From an optimization exercise on the open Yosys and OpenROAD flow, aimed at small area; shortcuts taken in it are not production practice. In this exercise RTL edits were held to simulation tests only and were not proved equivalent to the original.

## flow/config.mk

```make
export PLATFORM = sky130hd
export DESIGN_NAME = uart_top
export DESIGN_NICKNAME = uart_top
export VERILOG_FILES = /design/flow/design.v
export SDC_FILE = /design/flow/constraint.sdc
export NUM_CORES = 4
export LEC_CHECK = 0
export CAP_MARGIN = 20
export CORE_MARGIN = 2
export CORE_UTILIZATION = 40
export SLEW_MARGIN = 20
```

## flow/constraint.sdc

```tcl
create_clock -name core_clock -period 5.0 [get_ports {i_clk}]
set_input_delay 1.0000 -clock core_clock [delete_from_list [all_inputs] [get_ports {i_clk}]]
set_output_delay 1.0000 -clock core_clock [all_outputs]
set_load 0.01 [all_outputs]
```

## flow/design.v

```verilog
module baud_gen #(
  parameter BAUD_WIDTH   = 24  
)(
  input  logic i_clk,
  input  logic i_rst_n,
  input  logic [BAUD_WIDTH - 1 : 0] i_brd_value,
  output logic o_baud
); 
  logic [BAUD_WIDTH - 1 : 0] p_brd_count, n_brd_count;
  logic tick;
  assign tick        = (p_brd_count == i_brd_value);
  assign n_brd_count = tick ? '0 : (p_brd_count + 1);
  always_ff @(posedge i_clk, negedge i_rst_n) begin: proc_devider_update
    if(~i_rst_n) p_brd_count  <= '0;
    else p_brd_count  <= n_brd_count;
  end
  assign o_baud = tick;
endmodule
module duo_port_RAM_single_clk #(
  parameter DATA_WIDTH = 8,
  parameter ADDR_WIDTH = 3
)(
  input  logic i_clk,
  input  logic [DATA_WIDTH - 1:0] i_data_a, i_data_b,
  input  logic [ADDR_WIDTH - 1:0] i_addr_a, i_addr_b,
  input  logic i_wr_a, i_wr_b,
  output logic [DATA_WIDTH - 1:0] o_data_a, o_data_b
);
  reg [DATA_WIDTH - 1:0] ram [2**ADDR_WIDTH - 1:0];
  always_ff @(posedge i_clk) begin
    if(i_wr_a) begin
      ram[i_addr_a] <= i_data_a;
      o_data_a      <= i_data_a;
    end else begin
      o_data_a      <= ram[i_addr_a];
    end
  end
  always_ff @(posedge i_clk) begin
    if(i_wr_b) begin
      ram[i_addr_b] <= i_data_b;
      o_data_b      <= i_data_b;
    end else begin
      o_data_b      <= ram[i_addr_b];
    end 
  end
endmodule
module syn_fifo #(
  parameter DEPTH = 16,
  parameter WIDTH = 8
)(
  input  logic i_clk,
  input  logic i_rst_n,
  input  logic i_wr_en,
  input  logic i_rd_en,
  input  logic [WIDTH - 1:0] i_data_in,
  output logic [WIDTH - 1:0] o_data_out,
  output logic o_full,
  output logic o_empty
);
  localparam ADDR_WIDTH = $clog2(DEPTH);
  logic [ADDR_WIDTH:0] p_rd_ptr, n_rd_ptr;
  logic [ADDR_WIDTH:0] p_wr_ptr, n_wr_ptr;
  logic update_wr_ptr, update_rd_ptr;
  assign update_wr_ptr = ~o_full  & i_wr_en;
  assign update_rd_ptr = ~o_empty & i_rd_en;
  always_ff @(posedge i_clk, negedge i_rst_n) begin: proc_update_ptr
    if(~i_rst_n) begin
      p_rd_ptr <= '0;
      p_wr_ptr <= '0;
    end
    else begin
      p_rd_ptr <= n_rd_ptr;
      p_wr_ptr <= n_wr_ptr;
    end
  end
  assign o_full  = (p_rd_ptr[ADDR_WIDTH] == ~p_wr_ptr[ADDR_WIDTH]) & (p_rd_ptr[ADDR_WIDTH - 1:0] == p_wr_ptr[ADDR_WIDTH - 1:0]);
  assign o_empty = (p_rd_ptr == p_wr_ptr);
  assign n_rd_ptr = update_rd_ptr ? (p_rd_ptr + 1'b1) : p_rd_ptr;
  assign n_wr_ptr = update_wr_ptr ? (p_wr_ptr + 1'b1) : p_wr_ptr;
  duo_port_RAM_single_clk #(.DATA_WIDTH(WIDTH), .ADDR_WIDTH(ADDR_WIDTH)) RAM (
    .i_clk(i_clk),
    .i_addr_a(p_wr_ptr[ADDR_WIDTH - 1:0]),
    .i_data_a(i_data_in),
    .i_addr_b(p_rd_ptr[ADDR_WIDTH - 1:0]),
    .i_data_b(i_data_in),
    .i_wr_a(update_wr_ptr),
    .i_wr_b(1'b0),
    .o_data_a(),
    .o_data_b(o_data_out)
  );
endmodule
module negedge_detect (
    input  logic i_clk,
    input  logic i_rst_n,
    input  logic i_rx_serial,
    input  logic i_rx_en,
    output logic o_rx_in,
    output logic o_start_signal
);
    logic rx_buffer_1, rx_buffer_2, rx_in;
    always_ff @(posedge i_clk, negedge i_rst_n) begin: proc_CDC_rx_buffer
        if(~i_rst_n) begin
            rx_buffer_1 <= 1'b1;
            rx_buffer_2 <= 1'b1;
            rx_in       <= 1'b1;
        end 
        else begin
            if(i_rx_en) begin
                rx_buffer_1 <= i_rx_serial;
                rx_buffer_2 <= rx_buffer_1;
                rx_in       <= rx_buffer_2;
            end 
            else begin
                rx_buffer_1 <= 1'b1;
                rx_buffer_2 <= 1'b1;
                rx_in       <= 1'b1;
            end
        end
    end
    assign o_start_signal = ~rx_buffer_2 & rx_in;
    assign o_rx_in        = rx_in;
endmodule
module parity_check (
    input  logic i_clk,
    input  logic i_baud,
    input  logic i_rst_n,
    input  logic i_rx_in,
    input  logic i_count_full,
    input  logic [2:0] i_parity_sel,
    input  logic [2:0] i_p_state,
    output logic o_parity_flag     
);
    localparam [2:0] IDLE        = 3'b000,
                     START       = 3'b001,
                     RECEIVER    = 3'b010,
                     PARITY      = 3'b011,
                     STOP_I      = 3'b100,
                     STOP_II     = 3'b101;
    logic p_xor_data, n_xor_data;
    always_comb begin: proc_parity_xor_data
        case(i_p_state)
            RECEIVER : n_xor_data = (i_count_full & i_baud)? (i_rx_in ^ p_xor_data) : p_xor_data;
            START    : n_xor_data = 1'b0;
            default  : n_xor_data = p_xor_data;
        endcase
    end    
    always_ff @(posedge i_clk, negedge i_rst_n) begin: proc_parity_check
        if(~i_rst_n) p_xor_data <= 1'b0;
        else p_xor_data <= n_xor_data;
    end
    logic parity_calc, parity_equal, parity_reg;
    always_comb begin: proc_sel_parity_calc_mode
        if(i_parity_sel[1]) parity_calc = i_parity_sel[0];  
        else parity_calc = p_xor_data ^ i_parity_sel[0];  
    end
    assign parity_equal  = i_parity_sel[2] & (parity_calc ^ i_rx_in);  
    always_comb begin: proc_setup_flag
        if(i_p_state == PARITY) parity_reg = parity_equal;
        else if(i_p_state == IDLE) parity_reg = 1'b0;
        else parity_reg = o_parity_flag;
    end
    always_ff @(posedge i_clk, negedge i_rst_n) begin: proc_parity_flag
        if(~i_rst_n) o_parity_flag <= 1'b0;
        else o_parity_flag <= parity_reg;
    end
endmodule
module data_collect (
    input  logic i_clk,
    input  logic i_rst_n,
    input  logic i_rx_serial,
    input  logic        i_count_full,
    input  logic [2:0]  i_p_state,
    input  logic [2:0]  i_index_data,
    output logic [7:0]  o_rx_data
);
    logic [7:0] temp_reg;
    localparam [2:0] IDLE        = 3'b000,
                     START       = 3'b001,
                     RECEIVER    = 3'b010,
                     PARITY      = 3'b011,
                     STOP_I      = 3'b100,
                     STOP_II     = 3'b101;
    logic [7:0] in_data, wr_en;
    always_ff @(posedge i_clk, negedge i_rst_n) begin: proc_rx_data
        if(~i_rst_n) temp_reg <= 8'b0;
        else temp_reg <= in_data;
    end
    always_comb begin: proc_decode_en
        case(i_index_data)
            3'b000 : wr_en = 8'b0000_0001;  
            3'b001 : wr_en = 8'b0000_0010;  
            3'b010 : wr_en = 8'b0000_0100;  
            3'b011 : wr_en = 8'b0000_1000;  
            3'b100 : wr_en = 8'b0001_0000;  
            3'b101 : wr_en = 8'b0010_0000;  
            3'b110 : wr_en = 8'b0100_0000;  
            3'b111 : wr_en = 8'b1000_0000;  
            default: wr_en = 8'b0000_0000;
        endcase
    end
    logic rec_state, start_state;
    assign rec_state   = (i_p_state == RECEIVER);  
    assign start_state = (i_p_state == START);
    always_comb begin: proc_mux_in_data
        integer i;
        for(i = 0; i < 8; i++) begin      
            if(start_state) in_data[i] = 1'b0;
            else if(rec_state) in_data[i] = (wr_en[i] & i_count_full) ? i_rx_serial : temp_reg[i];
            else in_data[i] = temp_reg[i];  
        end
    end
    assign o_rx_data = temp_reg;
endmodule
module overrun_check(
    input  logic i_clk,
    input  logic i_rst_n,
    input  logic i_rx_done,
    input  logic i_rx_fifo_full,
    output logic o_overrun_flag     
);
    localparam NORMAL  = 1'b0; 
    localparam OVERRUN = 1'b1;
    logic p_state, n_state;
    always_ff @(posedge i_clk, negedge i_rst_n) begin: proc_overrun_check
        if(~i_rst_n) p_state <= NORMAL;  
        else p_state <= n_state;  
    end
    always_comb begin
        case(p_state)
            NORMAL : n_state = (i_rx_fifo_full & i_rx_done) ? OVERRUN : NORMAL;  
            OVERRUN: n_state = i_rx_fifo_full ? OVERRUN : NORMAL;  
            default: n_state = NORMAL;  
        endcase
    end
    assign o_overrun_flag = p_state;
endmodule
module uart_rx #(parameter OV_SAMP = 16)(
    input  logic        i_clk,
    input  logic        i_baud,          
    input  logic        i_rst_n,
    input  logic        i_rx,            
    input  logic        i_fifo_full,     
    input  logic        i_rx_en,         
    input  logic [2:0]  i_parity_sel,    
    input  logic        i_stop_sel,      
    input  logic [1:0]  i_width_sel,     
    output logic        o_rx_fifo_wr_en, 
    output logic [7:0]  o_data,          
    output logic        o_error_frame,   
    output logic        o_error_parity,  
    output logic        o_error_overrun  
);
    localparam  MID_SAMP   = OV_SAMP/2;
    localparam [2:0] IDLE        = 3'b000,
                     START       = 3'b001,
                     RECEIVER    = 3'b010,
                     PARITY      = 3'b011,
                     STOP_I      = 3'b100,
                     STOP_II     = 3'b101;
    logic [2:0] bit_width;
    always_comb begin: proc_decode_bit_width
        case(i_width_sel)
            2'b00: bit_width    = 3'd4;  
            2'b01: bit_width    = 3'd5;  
            2'b10: bit_width    = 3'd6;  
            2'b11: bit_width    = 3'd7;  
            default: bit_width  = 3'd7;  
        endcase
    end
    logic rx_in, start_signal;
    negedge_detect rx_cdc_buffer(
        .i_clk(i_clk),
        .i_rst_n(i_rst_n),
        .i_rx_serial(i_rx),
        .i_rx_en(i_rx_en),
        .o_rx_in(rx_in),
        .o_start_signal(start_signal)
    );
    logic [2:0] p_state, n_state;
    logic [3:0] p_counter, n_counter; 
    logic [2:0] p_index, n_index;
    always_ff @(posedge i_clk, negedge i_rst_n) begin: proc_update_state
        if(~i_rst_n) begin
            p_state   <= IDLE;
            p_counter <= 4'b0;
            p_index   <= 4'b0;
        end
        else begin
            p_state   <= n_state;
            p_counter <= n_counter;
            p_index   <= n_index; 
        end 
    end
    logic  count_16, count_8;
    assign count_16 = (p_counter == OV_SAMP  - 1);   
    assign count_8  = (p_counter == MID_SAMP - 1);   
    logic receive_done;
    assign receive_done = (p_index == bit_width);  
    logic rx_done, parity_flag;
    assign o_rx_fifo_wr_en = rx_done;  
    assign o_error_parity  = parity_flag;
    assign o_error_frame   = ~rx_in;
    always_comb begin
        case(p_state)
            IDLE: begin 
                n_state   = (start_signal) ? START : IDLE;    
                n_counter = 4'b0;
                n_index   = 3'b0;
                rx_done   = 1'b0;
            end
            START: begin
                if(i_baud) begin  
                    if(count_8) n_state = rx_in ? IDLE : RECEIVER;  
                    else n_state = p_state;                         
                    n_counter = count_8 ? 4'b0 : p_counter + 4'b1;  
                end
                else begin
                    n_state   = p_state;
                    n_counter = p_counter;
                end
                n_index   = p_index;   
                rx_done   = 1'b0;
            end
            RECEIVER: begin
                if(i_baud) begin
                    if(count_16) begin
                        n_state   = receive_done ? (i_parity_sel[2] ? PARITY : STOP_I) : RECEIVER;
                        n_counter = 4'b0;
                        n_index   = receive_done ? 3'b0 : p_index + 3'b1;  
                    end
                    else begin
                        n_state   = p_state;
                        n_counter = p_counter + 4'b1;   
                        n_index   = p_index;
                    end
                end
                else begin
                    n_state   = p_state;
                    n_counter = p_counter;
                    n_index   = p_index;
                end
                rx_done = 1'b0;
            end
            PARITY: begin
                if(i_baud) begin 
                    if(count_16) begin
                        n_state   = STOP_I;  
                        n_counter = 4'b0;  
                    end
                    else begin
                        n_state   = p_state;
                        n_counter = p_counter + 4'b1;
                    end
                end
                else begin
                    n_state   = p_state;
                    n_counter = p_counter;
                end
                n_index   = p_index;
                rx_done = 1'b0;
            end
            STOP_I: begin
                if(i_baud) begin
                    if(count_16) begin
                        n_state   = i_stop_sel & rx_in ? STOP_II : IDLE;  
                        n_counter = 4'b0;
                        n_index   = 3'b0;
                        rx_done   = ~i_stop_sel | ~rx_in;  
                    end
                    else begin
                        n_state   = STOP_I;
                        n_counter = p_counter + 4'b1;
                        n_index   = p_index;
                        rx_done   = 1'b0;
                    end
                end
                else begin
                    n_state   = STOP_I;
                    n_counter = p_counter;
                    n_index   = p_index;
                    rx_done   = 1'b0;
                end
            end
            STOP_II: begin
                if(i_baud) begin
                    if(count_16) begin
                        n_state   = IDLE;
                        n_counter = 4'b0;
                        n_index   = 3'b0;
                        rx_done   = 1'b1;  
                    end
                    else begin
                        n_state   = STOP_II;
                        n_counter = p_counter + 4'b1;
                        n_index   = p_index;
                        rx_done   = 1'b0;
                    end
                end
                else begin
                    n_state   = STOP_II;
                    n_counter = p_counter;
                    n_index   = p_index;
                    rx_done   = 1'b0;
                end
            end
            default: begin
                n_state   = IDLE;
                n_counter = p_counter;
                n_index   = p_index;
                rx_done   = 1'b0;
            end
            endcase
    end
    parity_check parity_check(
        .i_clk(i_clk),
        .i_baud(i_baud),
        .i_rst_n(i_rst_n),
        .i_rx_in(rx_in),
        .i_count_full(count_16),
        .i_parity_sel(i_parity_sel),
        .i_p_state(p_state),
        .o_parity_flag(parity_flag)
    );
    data_collect data_collect(
        .i_clk(i_clk),
        .i_rst_n(i_rst_n),
        .i_rx_serial(rx_in),
        .i_count_full(count_16),
        .i_p_state(p_state),
        .i_index_data(p_index),
        .o_rx_data(o_data)
    );
    overrun_check overrun_check(
        .i_clk(i_clk),
        .i_rst_n(i_rst_n),
        .i_rx_done(rx_done),
        .i_rx_fifo_full(i_fifo_full),
        .o_overrun_flag(o_error_overrun)
    );
endmodule
module uart_tx #(parameter OV_SAMP = 16)(
    input  logic       i_clk,
    input  logic       i_baud,          
    input  logic       i_rst_n,
    input  logic       i_tx_en,         
    input  logic       i_fifo_tx_emty,  
    input  logic [7:0] i_data,          
    input  logic [2:0] i_parity_sel,    
    input  logic       i_stop_sel,      
    input  logic [1:0] i_width_sel,     
    output logic       o_tx_done,       
    output logic       o_tx             
);
    localparam MID_SAMPLE = OV_SAMP / 2;  
    localparam [2:0] IDLE        = 3'b000,
                     START       = 3'b001,
                     TRANSMITTER = 3'b010,
                     PARITY      = 3'b011,
                     STOP_I      = 3'b100,
                     STOP_II     = 3'b101;
    logic [2:0] bit_width;
    always_comb begin: proc_decode_bit_width
        case(i_width_sel)
            2'b00  : bit_width  = 3'd4;  
            2'b01  : bit_width  = 3'd5;  
            2'b10  : bit_width  = 3'd6;  
            2'b11  : bit_width  = 3'd7;  
            default: bit_width  = 3'd7;  
        endcase
    end
    logic [2:0] p_state, n_state;
    logic [3:0] p_counter, n_counter;
    logic [2:0] p_index, n_index;
    always_ff @(posedge i_clk or negedge i_rst_n) begin: proc_state_counter
        if(!i_rst_n) begin
            p_state   <= IDLE;
            p_counter <= 4'd0;
            p_index   <= 3'd0;
        end else begin
            p_state   <= n_state;
            p_counter <= n_counter;
            p_index   <= n_index;
        end
    end
    logic count_full, transmit_done;
    assign count_full    = (p_counter == OV_SAMP - 1);
    assign transmit_done = (p_index == bit_width);
    always_comb begin
        case(p_state)
            IDLE: begin
                n_state   = (i_tx_en & ~i_fifo_tx_emty) ? START : IDLE;
                n_counter = 4'b0;
                n_index   = 3'b0;
                o_tx_done = 1'b0;
            end
            START: begin
                if(i_baud) begin
                    n_state   = count_full ? TRANSMITTER : START;
                    n_counter = count_full ? 4'b0 : p_counter + 4'b1;
                end
                else begin
                    n_state   = p_state;
                    n_counter = p_counter;
                end
                n_index   = 3'b0;
                o_tx_done = 1'b0; 
            end
            TRANSMITTER: begin
                if(i_baud) begin
                    if(count_full) begin
                        n_state   = transmit_done ? (i_parity_sel[2] ? PARITY : STOP_I) : TRANSMITTER;
                        n_counter = 4'b0;
                        n_index   = transmit_done ? 3'b0 : p_index + 3'b1;
                    end
                    else begin
                        n_state   = p_state;
                        n_counter = p_counter + 4'b1;
                        n_index   = p_index;
                    end
                end 
                else begin
                    n_state   = p_state;
                    n_counter = p_counter;
                    n_index   = p_index;
                end
                o_tx_done = 1'b0;
            end
            PARITY: begin
                if(i_baud) begin
                    if(count_full) begin
                        n_state = STOP_I;
                        n_counter = 4'd0;
                    end
                    else begin
                        n_state   = p_state;
                        n_counter = p_counter + 1'b1;
                    end
                end
                else begin
                    n_state   = p_state;
                    n_counter = p_counter;
                end
                n_index   = p_index;
                o_tx_done = 1'b0;
            end
            STOP_I: begin
                if(i_baud) begin
                    if(count_full) begin
                        n_state = i_stop_sel ? STOP_II : IDLE;  
                        n_counter = 4'd0;
                        o_tx_done = ~i_stop_sel;  
                    end
                    else begin
                        n_state   = p_state;
                        n_counter = p_counter + 1'b1;
                        o_tx_done = 1'b0;
                    end
                end
                else begin
                    n_state   = p_state;
                    n_counter = p_counter;
                    o_tx_done = 1'b0;
                end
                n_index   = 3'd0;
            end
            STOP_II: begin
                if(i_baud) begin
                    if(count_full) begin
                        n_state   = IDLE;  
                        n_counter = 4'd0;
                        o_tx_done = 1'b1;
                    end
                    else begin
                        n_state   = p_state;
                        n_counter = p_counter + 1'b1;
                        o_tx_done = 1'b0;
                    end
                end
                else begin
                    n_state   = p_state;
                    n_counter = p_counter;
                    o_tx_done = 1'b0;
                end
                n_index   = 3'd0;
            end
            default: begin
                n_state   = IDLE;
                n_counter = p_counter;
                n_index   = p_index;
                o_tx_done = 1'b0;
            end
        endcase
    end
    logic [7:0] data_reg, data_in;
    assign data_in = ((p_state == START)) ? i_data : data_reg;
    always_ff @(posedge i_clk, negedge i_rst_n) begin: proc_latch_data
        if(~i_rst_n) data_reg <= 8'b0;
        else         data_reg <= data_in;
    end
    logic p_xor_data, n_xor_data;
    always_comb begin: proc_parity_xor_data
        case(p_state)
            TRANSMITTER: n_xor_data = (count_full & i_baud) ? (data_reg[p_index] ^ p_xor_data) : p_xor_data;
            START      : n_xor_data = 1'b0;
            default    : n_xor_data = p_xor_data;
        endcase
    end    
    always_ff @(posedge i_clk, negedge i_rst_n) begin: proc_parity_check
        if(~i_rst_n) p_xor_data <= 1'b0;
        else p_xor_data <= n_xor_data;
    end
    always_comb begin: proc_tx_out
        case(p_state)
            IDLE       : o_tx = 1'b1;  
            START      : o_tx = 1'b0;  
            TRANSMITTER: o_tx = data_reg[p_index];  
            PARITY     :  
            begin
                if(i_parity_sel[1]) o_tx = i_parity_sel[0];               
                else                o_tx = p_xor_data ^ i_parity_sel[0];  
            end
            STOP_I     : o_tx = 1'b1;  
            STOP_II    : o_tx = 1'b1;  
            default    : o_tx = 1'b1;  
        endcase
    end
endmodule
module uart_top(
    input  logic i_clk,  
    input  logic i_rst_n,  
    input  logic        i_rx_en,
    input  logic        i_tx_en,
    input  logic [ 1:0] i_width_sel,
    input  logic [ 2:0] i_parity_sel, 
    input  logic        i_stop_sel,   
    input  logic [23:0] i_baud_rate_value, 
    output logic o_tx_fifo_full,  
    output logic o_rx_data_avail,  
    output logic o_e_overrun_flag, 
    output logic o_e_parity_flag,  
    output logic o_e_frame_flag,   
    input  logic i_load_uart,   
    input  logic i_store_uart,  
    input  logic i_rx_serial,  
    output logic o_tx_serial,  
    input  logic [7:0] i_trans_data,
    output logic [7:0] o_receive_data
);
    logic baud_tick;
    baud_gen #(.BAUD_WIDTH(24)) baud_gen (
        .i_clk(i_clk),
        .i_rst_n(i_rst_n),
        .i_brd_value(i_baud_rate_value),
        .o_baud(baud_tick)
    );
    logic rx_fifo_full;
    logic rx_SIPO_done;
    logic rx_fifo_emty;
    logic fifo_e_frame, fifo_e_parity;
    assign o_rx_data_avail = ~rx_fifo_emty;
    logic [7:0] rx_data_in;
    logic [9:0] rx_fifo_data_in, rx_fifo_data_out;
    assign rx_fifo_data_in = {fifo_e_frame, fifo_e_parity, rx_data_in};
    assign o_e_frame_flag  = rx_fifo_data_out[9];
    assign o_e_parity_flag = rx_fifo_data_out[8];
    assign o_receive_data  = rx_fifo_data_out[7:0];
    syn_fifo #(.DEPTH(16), .WIDTH(10)) rx_fifo (
        .i_clk(i_clk),
        .i_rst_n(i_rst_n),
        .i_wr_en(rx_SIPO_done),
        .i_rd_en(i_load_uart),
        .i_data_in(rx_fifo_data_in),
        .o_data_out(rx_fifo_data_out),
        .o_full(rx_fifo_full),
        .o_empty(rx_fifo_emty)
    );
    uart_rx #(.OV_SAMP(16)) uart_rx (
        .i_clk(i_clk),
        .i_baud(baud_tick),
        .i_rst_n(i_rst_n),
        .i_rx(i_rx_serial),
        .i_fifo_full(rx_fifo_full),
        .i_rx_en(i_rx_en),
        .i_parity_sel(i_parity_sel),
        .i_stop_sel(i_stop_sel),
        .i_width_sel(i_width_sel),
        .o_rx_fifo_wr_en(rx_SIPO_done),
        .o_data(rx_data_in),
        .o_error_frame(fifo_e_frame),
        .o_error_parity(fifo_e_parity),
        .o_error_overrun(o_e_overrun_flag)
    );
    logic tx_fifo_empty;
    logic tx_done;
    logic [7:0] fifo_2_tx_data;
    syn_fifo #(.DEPTH(16), .WIDTH(8)) tx_fifo (
        .i_clk(i_clk),
        .i_rst_n(i_rst_n),
        .i_wr_en(i_store_uart),
        .i_rd_en(tx_done),
        .i_data_in(i_trans_data),
        .o_data_out(fifo_2_tx_data),
        .o_full(o_tx_fifo_full),
        .o_empty(tx_fifo_empty)
    );
    uart_tx #(.OV_SAMP(16)) uart_tx (
        .i_clk(i_clk),
        .i_baud(baud_tick),         
        .i_rst_n(i_rst_n),
        .i_tx_en(i_tx_en),        
        .i_fifo_tx_emty(tx_fifo_empty), 
        .i_data(fifo_2_tx_data),         
        .i_parity_sel(i_parity_sel),   
        .i_stop_sel(i_stop_sel),    
        .i_width_sel(i_width_sel),    
        .o_tx_done(tx_done),      
        .o_tx(o_tx_serial)           
    );  
endmodule
```

## flow/run.sh

```bash
#!/bin/bash
# synth_recipe.tcl (not shown) runs the flow's synth.tcl, then flattens the netlist and writes it again
# the make line also repeats each setting of config.mk as NAME=value (left out here)
make -C /OpenROAD-flow-scripts/flow DESIGN_CONFIG=/design/flow/config.mk WORK_HOME=/design/flow/orfs CLKGATE_MAP_FILE= SYNTH_SCRIPT=/design/flow/synth_recipe.tcl finish
```

==> flow_metrics.env <==
export IMPL_drc=0
export IMPL_yosysMostFrequentCell="edfxtp_1"
export IMPL_p_per_area_nw_per_um2=421
export IMPL_synth_ff_type="edfxtp_1"
export IMPL_synthMuxAreaShare_pct=14.0
export IMPL_antenna_found_initial=0
export IMPL_first_global_vias=8730
export IMPL_fin_crit_sh_pct=78.6
export IMPL_setup_viol=0
export IMPL_fillerInstances=3464
export IMPL_antenna_left=0
export IMPL_max_cap_viol_count=0
export IMPL_grt_overflow=0
export IMPL_portBuffers=58
export IMPL_die_w_um=206
export IMPL_synth_edf_count=288
export IMPL_cts_buffers=42
export IMPL_syn_inst=978
export IMPL_arrival_ns=2.93
export IMPL_rsz0062_at_grt="false"
export IMPL_finalHoldViolCount=0
export IMPL_synth_warnings=11
export IMPL_dr_pass1_iters=5
export IMPL_die_area_um2=42500
export IMPL_initialDrtViolationCount=648
export IMPL_drt_wl_total_um=34300
export IMPL_finalSetupTns_ns=0
export IMPL_critPathLaunch="uart_tx.p_index[0]"
export IMPL_io_pins=59
export IMPL_ys_ff_latch=393
export IMPL_period_minus_slack_ns=3.93
export IMPL_grt_pass1_wl_um=53000
export IMPL_cts_resized=0
export IMPL_crit_type="register to primary output"
export IMPL_drive_gt1_share_pct=18.8
export IMPL_grt_max_degree=56
export IMPL_r2r_start="baud_gen.p_brd_count[23]"
export IMPL_yosys_area_share_simple_pct=7.11
export IMPL_clock_latency_ns=0.54
export IMPL_synth_fa_ha_area_share_pct=1.53
export IMPL_outcome="finished clean"
export IMPL_cp_required_ns=4.00
export IMPL_fin_nets=1108
export IMPL_finalPower_uw=7940
export IMPL_final_util_pct=46.5
export IMPL_p_leak_uw=0.00686
export IMPL_ys_async_sr_fraction_pct=22.1
export IMPL_vias_per_cell=5.33
export IMPL_regMostFlops="rx_fifo.RAM.ram"
export IMPL_top_regs="rx_fifo.RAM.ram (160), tx_fifo.RAM.ram (128), baud_gen.p_brd_count (24)"
export IMPL_cts_sinks=393
export IMPL_h_tree_depth=2
export IMPL_track_usage_pct=16.7
export IMPL_syn_cell_area_um2=16400
export IMPL_cts_tree="built"
export IMPL_critPathMaxFanout=6
export IMPL_post_cts_buffers=0
export IMPL_hpwl_um=22300
export IMPL_min_delay_start="tx_fifo.RAM.o_data_b[1]"
export IMPL_synth_compound_area_share_pct=2.91
export IMPL_whs_ns=0.462
export IMPL_skew_ns=0.0123
export IMPL_avgSynthCellArea_um2=16.7
export IMPL_cp_start_kind="register"
export IMPL_synth_top_cell_by_area="edfxtp_1"
export IMPL_root_buffer="clkbuf_16"
export IMPL_clockBufferDepth=3
export IMPL_tightest_slew_ns=0.940
export IMPL_irDropWorstVdd_uv=288
export IMPL_setup_worst_path_end_class="primary output"
export IMPL_gp_congestion=0.814
export IMPL_min_delay_path_class="register to register"
export IMPL_slew_violations=0
export IMPL_yosysSeqAreaShare_pct=68.4
export IMPL_postCtsHoldBufs=0
export IMPL_synthTopCellsByArea="edfxtp_1 53%, dfrtp_1 13%, mux4_2 13%"
export IMPL_syn_num_nets=1043
export IMPL_wire_per_inst_um=21.3
export IMPL_synth_commonest_cells="288 x edfxtp_1, 92 x mux4_2, 84 x dfrtp_1, 73 x nor2_1, 60 x xnor2_1"
export IMPL_num_vias=8584
export IMPL_synth_xor_area_share_pct=4.23
export IMPL_core_area_um2=40600
export IMPL_die_height_um=206
export IMPL_synth_top_family_by_area="multiplexers"
export IMPL_row_count=74
export IMPL_maxSlewHeadroom_pct=37.1
export IMPL_clkTransAtPathRegs_ns=0.06
export IMPL_synth_top_cell_area_share_pct=52.9
export IMPL_synth_distinct_cells=66
export IMPL_n_antenna_cell=0
export IMPL_fmax_mhz=254
export IMPL_areaGrowthSynthToFinish_pct=15.4
export IMPL_initial_utilization_pct=40.3
export IMPL_largest_reg_flops=160
==> kinds of logic after synthesis <==
logic type	after synthesis
AOI/OAI and AO/OA	70
muxes	112
buffers and inverters	73
and+or+nand+nor	231
DFF	393
adders and majority gates	20
xor gates and xnor gates	79
==> stage by stage <==
| step | setup slack [ns] | instances | instance area [um2] |
|---|---|---|---|
| 2_1_floorplan | 1.80 | 978 | 16400 |
| 3_3_place_gp | 0.883 | 1531 | 17500 |
| 3_5_place_dp | 0.891 | 1531 | 17500 |
| 4_1_cts | 0.993 | 1609 | 18900 |
| 5_1_grt | 0.925 | 1609 | 18900 |
| 6_report | 1.07 | 1609 | 18900 |
==> routing by layer <==
layer / vias to the layer above / track usage (%) / part of all wire, %
met5: - / 0 / 0
met4: 0 / 4.26 / 1.8
met3: 53 / 2.62 / 4.9
met2: 234 / 27.3 / 49
met1: 4390 / 23.4 / 44
li1: 3907 / - / -
==> placed cells by master, fill, tap and decap left out, drive strengths merged, types with 14 or more instances in the layout <==
| master | n |
|---|---|
| a21oi | 15 |
| nor2 | 73 |
| ha | 20 |
| xor2 | 19 |
| clkinv | 16 |
| edfxtp | 288 |
| nand4 | 21 |
| inv | 22 |
| clkbuf | 57 |
| clkdlybuf4s50 | 57 |
| o21ai | 14 |
| buf | 15 |
| xnor2 | 60 |
| and3 | 22 |
| mux4 | 92 |
| nor3 | 14 |
| dfxtp | 18 |
| dfrtp | 84 |
| nand2 | 42 |
| nand3 | 23 |
==> report_power, final <==
part           switching, uW  internal [uW]  total [uW]
Sequential               185           3690        3870
Combinational            521            467         988
Clock                   1240           1840        3080
Total                   1940           6000        7940
==> critical path: stages (launching register included) <==
cell and delay [ns]:
dfrtp_1 0.49, mux4_2 0.55, mux2i_1 0.19, nor3_1 0.09
or4_1 0.56, clkdlybuf4s50_1 0.51
==> worst paths after layout <==
path | end | slack [ns] | cells past startpoint
worst max-delay path | o_tx_serial | 1.07 | 5
worst min-delay path | uart_tx.data_reg[1] | 0.46 | 1
worst max register to register | rx_fifo.RAM.ram[0][9] | 1.92 | 5
worst min register to register | uart_tx.data_reg[1] | 0.46 | 1
max in group asynchronous | uart_rx.rx_cdc_buffer.rx_buffer_1 | 3.52 | 2
min in group asynchronous | rx_fifo.p_rd_ptr[1] | 0.52 | 1
==> cell type report <==
type	instances	area, um2	share of cell area [%]
tap	532	666	3.52
inverter	22	82.6	0.437
multi-input combinational	512	4870	25.8
clock inverter	21	189	1.00
sequential	393	11200	59.3
clock buffer	57	1200	6.36
timing repair buffer	72	683	3.62

-- re-timing with driven ports --
How much do the figures lean on ideal ports? The routed layout below was timed once more, with nothing changed but the port constraints.
Step 1 sets driving cells, clkbuf_16 on the clock port and buf_2 on the other inputs (assumed; they add their load-dependent delay and slew).
Step 2 moves the port delays by t, midway between the first and last clock arrival at a register: inputs arrive t later, outputs are due t later. That takes back most of the time a late clock gives input paths.
a / b / c = ideal / step 1 / step 2; a / b = the first two.
t (ns): 0.595
setup slack, ns: 1.070 / 1.014 / 0.865
worst slew at a driven data input, ns: 0.06
pins driven straight from the clock port: 1
After both steps setup and hold are still met in this run. For this run, drivers alone change the setup slack by -0.056 ns; drivers and shift together by -0.205 ns.
